Context: an optimization exercise on an open-source flow, tuned for small area, a short achievable clock period and few clock cycles. The choices shown serve that exercise and are no tape-out recipe.
Function was checked by simulation only, so behaviour that the tests miss may differ from the original.
No activity file was given, so power comes from the tool's default toggle rates.

===== config.mk =====
export PLATFORM = sky130hd
export DESIGN_NAME = Histograma
export DESIGN_NICKNAME = Histograma
export VERILOG_FILES = /design/flow/design.v
export SDC_FILE = /design/flow/constraint.sdc
export NUM_CORES = 4
export LEC_CHECK = 0
export CAP_MARGIN = 20
export CORE_MARGIN = 2
export CORE_UTILIZATION = 55
export CTS_CLUSTER_DIAMETER = 80
export CTS_CLUSTER_SIZE = 22
export SETUP_SLACK_MARGIN = 4.3
export SLEW_MARGIN = 20

===== constraint.sdc =====
create_clock -name core_clock -period 6.5 [get_ports {clk}]
set_input_delay 1.3000 -clock core_clock [delete_from_list [all_inputs] [get_ports {clk}]]
set_output_delay 1.3000 -clock core_clock [all_outputs]
set_load 0.01 [all_outputs]

===== design.v =====
module Histograma (
    input  wire        clk,
    input  wire        reset,             
    input  wire [13:0] data_ener,
    input  wire [5:0]  data_cant,
    input  wire        enable,
    input  wire        escritura_signal,
    input  wire [9:0]  dir_inicio,
    output reg  [13:0] hist_data,
    output reg  [9:0]  hist_addr,
    output reg         r_w_hist,
    output reg  [10:0] cant_ener_addr,
    output wire        r_w_cant_ener,
    output reg         fin_signal
);
  assign r_w_cant_ener = 1'b0;
  reg        run;           
  reg        stale;         
  reg        wr_pend;       
  reg [5:0]  wcnt;          
  reg [4:0]  ptr;           
  reg [4:0]  rsel;          
  reg [3:0]  rs_lo;         
  reg [7:0]  rs_hi;         
  reg        upd1;          
  reg        fwd;           
  reg [3:0]  we_lo;         
  reg [7:0]  we_hi;         
  reg        clr;           
  reg [13:0] hbin [0:31];
  wire idle       = !run && !r_w_hist;
  wire start      = idle && enable;
  wire start_wr   = (start && escritura_signal && !stale) || wr_pend;
  wire start_pass = start && !escritura_signal;
  wire ener_zero  = (data_ener == 14'd0);
  wire [4:0] ebin = data_ener[12:8];
  wire last_entry = run && ener_zero;       
  wire counted    = run && (data_cant > 6'd1) && !ener_zero && !data_ener[13];
  wire last_word  = (wcnt == 6'd33);
  wire advance    = start_wr || (r_w_hist && !last_word);
  wire [4:0] ptr_next  = advance ? ptr + 5'd1 : ptr;
  wire [3:0] ptr_lo = 4'd1 << ptr[1:0];
  wire [7:0] ptr_hi = 8'd1 << ptr[4:2];
  wire [13:0] rinc  = hist_data + 14'd1;
  integer k;
  reg [13:0] rdata;
  always @(*) begin
    rdata = 14'd0;
    for (k = 0; k < 32; k = k + 1)
      rdata = rdata | (hbin[k] & {14{rs_lo[k % 4] && rs_hi[k / 4]}});
  end
  always @(posedge clk) begin
    clr <= !reset;
    if (!reset) begin
      run            <= 1'b0;
      stale          <= 1'b0;
      wr_pend        <= 1'b0;
      r_w_hist       <= 1'b0;
      fin_signal     <= 1'b0;
      cant_ener_addr <= 11'd1;
      ptr            <= 5'd0;
      rsel           <= 5'd0;
      rs_lo          <= 4'd0;
      rs_hi          <= 8'd0;
      upd1           <= 1'b0;
      fwd            <= 1'b0;
      we_lo          <= 4'hf;
      we_hi          <= 8'hff;
    end else begin
      stale   <= last_entry;
      wr_pend <= start && escritura_signal && stale;
      upd1    <= counted;
      fwd     <= upd1 && (run ? (rsel == ebin) : (rsel == ptr));
      ptr     <= ptr_next;
      rsel    <= run ? ebin : ptr_next;
      rs_lo   <= run     ? (4'd1 << ebin[1:0]) :
                 advance ? {ptr_lo[2:0], ptr_lo[3]} : ptr_lo;
      rs_hi   <= run     ? (8'd1 << ebin[4:2]) :
                 (advance && ptr[1:0] == 2'd3) ? {ptr_hi[6:0], ptr_hi[7]} : ptr_hi;
      we_lo   <= upd1 ? (4'd1 << rsel[1:0]) : 4'd0;
      we_hi   <= 8'd1 << rsel[4:2];
      if (start_pass || (run && !ener_zero))
        cant_ener_addr <= cant_ener_addr + 11'd1;
      else
        cant_ener_addr <= 11'd1;
      if (start_pass)
        run <= 1'b1;
      else if (last_entry)
        run <= 1'b0;
      if (start_wr)
        r_w_hist <= 1'b1;
      else if (r_w_hist && last_word)
        r_w_hist <= 1'b0;
      if (start)
        fin_signal <= 1'b0;
      else if (last_entry || (r_w_hist && last_word))
        fin_signal <= 1'b1;
    end
  end
  always @(posedge clk) begin
    hist_data <= fwd ? rinc : rdata;
    wcnt      <= start_wr ? 6'd0 : wcnt + 6'd1;
    hist_addr <= start_wr ? dir_inicio : hist_addr + 10'd1;
  end
  wire [13:0] wdata = rinc & {14{!clr}};
  always @(posedge clk) begin
    for (k = 0; k < 32; k = k + 1)
      if (we_lo[k % 4] && we_hi[k / 4])
        hbin[k] <= wdata;
  end
endmodule

===== flow/run.sh =====
#!/bin/bash
# The standard layout, with the resizer free to swap cells across footprints
# and the ports buffered with the smallest buffer (the resizer sizes them up
# where timing needs).
set -euo pipefail
bash standard.sh MATCH_CELL_FOOTPRINT=0 "BUFFER_PORTS_ARGS=-buffer_cell sky130_fd_sc_hd__buf_1" finish > flow_make.log 2>&1

===== standard.sh =====
#!/bin/bash
# synth_recipe.tcl (not shown) runs the flow's synth.tcl, then flattens the netlist and writes it again
# the make line also repeats each setting of config.mk as NAME=value (left out here)
make -C /OpenROAD-flow-scripts/flow DESIGN_CONFIG=/design/flow/config.mk WORK_HOME=/design/flow/orfs CLKGATE_MAP_FILE= SYNTH_SCRIPT=/design/flow/synth_recipe.tcl "${@:-finish}"

==> run summary <==
cell type report:
cell class,count,share of cell area [%]
sequential,531,65.9
multi-input combinational,673,21.1
timing repair buffer,179,6.45
clock buffer,49,3.51
tap,461,2.50
inverter,21,0.390
clock inverter,3,0.0920
sequential cells by signal, summed over array words and instances (netlist names), 4 cells and up:
register,flops
cant_ener_addr,11
rs_hi,8
ptr,5
hist_addr,10
wcnt,6
we_hi,8
we_lo,4
hbin,448
rs_lo,4
hist_data,14
rsel,5
cells by family after synthesis:
kind of cell | Yosys count | share of synthesized area, %
flops | 531 | 75.4
compound gates | 338 | 13.0
simple gates | 266 | 6.67
buf+inv | 96 | 1.89
xor+xnor | 42 | 1.84
mux | 11 | 0.549
fa+ha+maj | 9 | 0.562
other cells | 1 | 0.0187
report_power, final:
part | switching [mW] | internal (mW) | total, mW
sequential | 0.120 | 4.00 | 4.12
combinational | 0.521 | 0.301 | 0.822
clock | 1.05 | 0.855 | 1.90
worst paths after layout:
path / to / cells after the start / startpoint
max: hist_data[0] / 1 / hist_data[0]$_DFF_P_
min: wcnt[0]$_SDFF_PP0_ / 1 / wcnt[0]$_SDFF_PP0_
max reg2reg: hist_data[12]$_DFF_P_ / 5 / rs_hi[3]$_SDFF_PN0_
min reg2reg: wcnt[0]$_SDFF_PP0_ / 1 / wcnt[0]$_SDFF_PP0_
routing by layer:
| metal | vias up | share of wire [%] | GRT usage (%) |
|---|---|---|---|
| met5 | - | 0.023 | 0 |
| met4 | 2 | 3.3 | 9.50 |
| met3 | 119 | 11 | 5.90 |
| met2 | 799 | 47 | 49.7 |
| met1 | 6491 | 39 | 43.9 |
| li1 | 5462 | - | - |
synth_stat cells (2+ instances only):
master | number | area [sq um]
edfxtp_1 | 448 | 13500
a22oi_1 | 113 | 848
dfxtp_1 | 83 | 1660
nand3_1 | 64 | 320
clkbuf_1 | 59 | 221
nand2_1 | 59 | 221
a22o_1 | 52 | 455
nor2_1 | 48 | 180
a222oi_1 | 43 | 430
and2_1 | 38 | 238
o21ai_0 | 38 | 190
xor2_1 | 26 | 228
inv_1 | 19 | 71.3
a21oi_1 | 18 | 90.1
xnor2_1 | 16 | 140
a31oi_1 | 14 | 87.6
a221oi_1 | 12 | 105
buf_1 | 12 | 45.0
and3_1 | 11 | 68.8
mux2i_1 | 11 | 110
nand4_1 | 11 | 68.8
nor3_1 | 11 | 55.1
ha_1 | 9 | 113
a32oi_1 | 7 | 61.3
o22ai_1 | 6 | 37.5
nor4_1 | 5 | 31.3
a211oi_1 | 4 | 30.0
nand2b_1 | 4 | 25.0
o2111ai_1 | 4 | 35.0
o22a_1 | 4 | 35.0
a2111oi_0 | 3 | 26.3
a31o_2 | 3 | 26.3
and4_1 | 3 | 26.3
nor3b_1 | 2 | 15.0
o211a_1 | 2 | 20.0
o31ai_1 | 2 | 15.0
or2b_1 | 2 | 15.0
or4_1 | 2 | 15.0
repair_timing:
action	4_1_cts	5_1_grt
endpoints found under the setup margin	231	275
setup buffers	47	12
resized for setup	203	34
gates cloned	3	6
pin swaps	6	11
==> reports/qor.txt <==
Status -> complete, no violations
Synth cell types -> 64
Final worst setup slack -> 4110 ps
Antenna cells -> 0
Fin util -> 64.7%
Critical Path RT -> 5200 ps
Largest delay share family, worst path -> flip-flops
Post-DP Area -> 0.0210 sq mm
CP cell instances -> buf_6
Pre-antenna DRT Iters -> 6
PnR Total Power -> 6.85 mW
CP max FO -> 5
Initial DRC count -> 1747
CTS tree -> yes
Number of port buffers -> 69
Initial antenna violation count -> 3
Leak -> 7.85 nW
#FFs+latches synth -> 531
Multi-input logic area -> 0.00489 sq mm
Fin. Hold Viols -> 0
Antenna Nets Post-Route -> 0
Post-detail-place hpwl -> 32100 um
Placer Congestion -> 0.830
Global-route wire length before repair -> 84400 um
Clock latency (worst-skew pair) -> 580 ps
I/O pin cnt -> 72
Clk_skew -> 18.6 ps
Vias in the first global route -> 12200
Kind of critical path -> flop to output pin
Avg Inst Size Synth -> 15.5 sq um
Gr ovfl total -> 0
Worst ir drop on vdd -> 0.199 mV
Fin crit period -> 2390 ps
Post-synth EDFFs -> 448
CTS Sinks -> 531
Clk buf depth -> 3
Largest net degree at the start of global routing -> 42
Ys Warns -> 2
Post-route cell area -> 0.0231 sq mm
Clock root buffer -> clkbuf_16
Synth Instances -> 1294
Via count -> 12900
Post-Layout Cell Count -> 1917
Min Hold Slack -> 479 ps
Commonest cells after routing, fill and taps aside -> 448 x edfxtp_1, 113 x a22oi_1, 97 x buf_4
Async S/R FF share, synth -> 0%
Cts hold-fix bufs -> 0
Total Nets Final -> 1477
Final Cycle Share -> 36.7%
Worst-path clk slew -> 90 ps
Initial Util -> 56.1%
Die height -> 195 um
Ys flop type -> edfxtp_1
CP max stage cell -> dfxtp_4
Storage element area -> 0.0152 sq mm
FF-to-FF setup slack -> 4150 ps
Commonest non-fill, non-tap cell in the layout -> edfxtp_1
Final setup viols -> 0
PwrDens -> 296 mW/mm^2
Worst slew pin tran -> 1200 ps
F_max -> 419 MHz
Via density -> 6.72
Final count of pins violating max slew -> 0
CP bufs+invs -> 1
Die width -> 195 um
Netlist Area Pre-Place -> 0.0200 sq mm
Dpl cells -> 1797
Max stage delay on crit path -> 400 ps
H-tree levels -> 1
CP arrival -> 1090 ps
Die area -> 0.0380 sq mm
Fraction of layout cells with a size suffix above 1 -> 19.8%
RSZ-0062 raised after global routing -> yes
DRC -> 0
Fin Setup TNS -> 0 ps
MaxCap Viol Count -> 0
Core area -> 0.0357 sq mm
Final wirelength -> 60600 um
Critical path capture point type -> output pin
Hold WC Path Type -> flop to flop
Row count -> 69
Startpoint types -> flop
Gr usage total -> 31.2%
Routed WL per cell -> 31.6 um
Pre-CTS WS -> 3440 ps
Max_slew headroom -> 19.8%
Net count after synthesis -> 1337
Area Overhead vs Synth -> 15.3%
Fillers -> 2596
Register area share after synthesis -> 75.4%
Num CTS Buffers -> 28
Testbench counts, summed over its fixed seeds: cycles 19,861.

==> re-timing with driven ports <==
The flow's constraints put no driver on any port. The routed layout listed below was extracted and timed again, unchanged, in two steps.
Step 1 (the two cells are an assumption about what drives the block):
set clk [get_ports {clk}]
set_driving_cell -lib_cell sky130_fd_sc_hd__clkbuf_16 $clk
set_driving_cell -lib_cell sky130_fd_sc_hd__buf_2 [delete_from_list [all_inputs] $clk]
Step 2 also shifts input and output timing later by t, the mid clock arrival at the registers, as if the neighbouring blocks saw the same clock.
a / b / c = ideal / step 1 / step 2; a / b = the first two.
t (ns): 0.631
setup WS [ns]: 4.114 / 4.056 / 3.798
worst data-port slew with drivers (ns): 0.03
cell pins on the clock port's net: 1
After both steps this run still meets setup and hold. For this run, drivers alone change the setup slack by -0.058 ns; drivers and shift together by -0.316 ns.
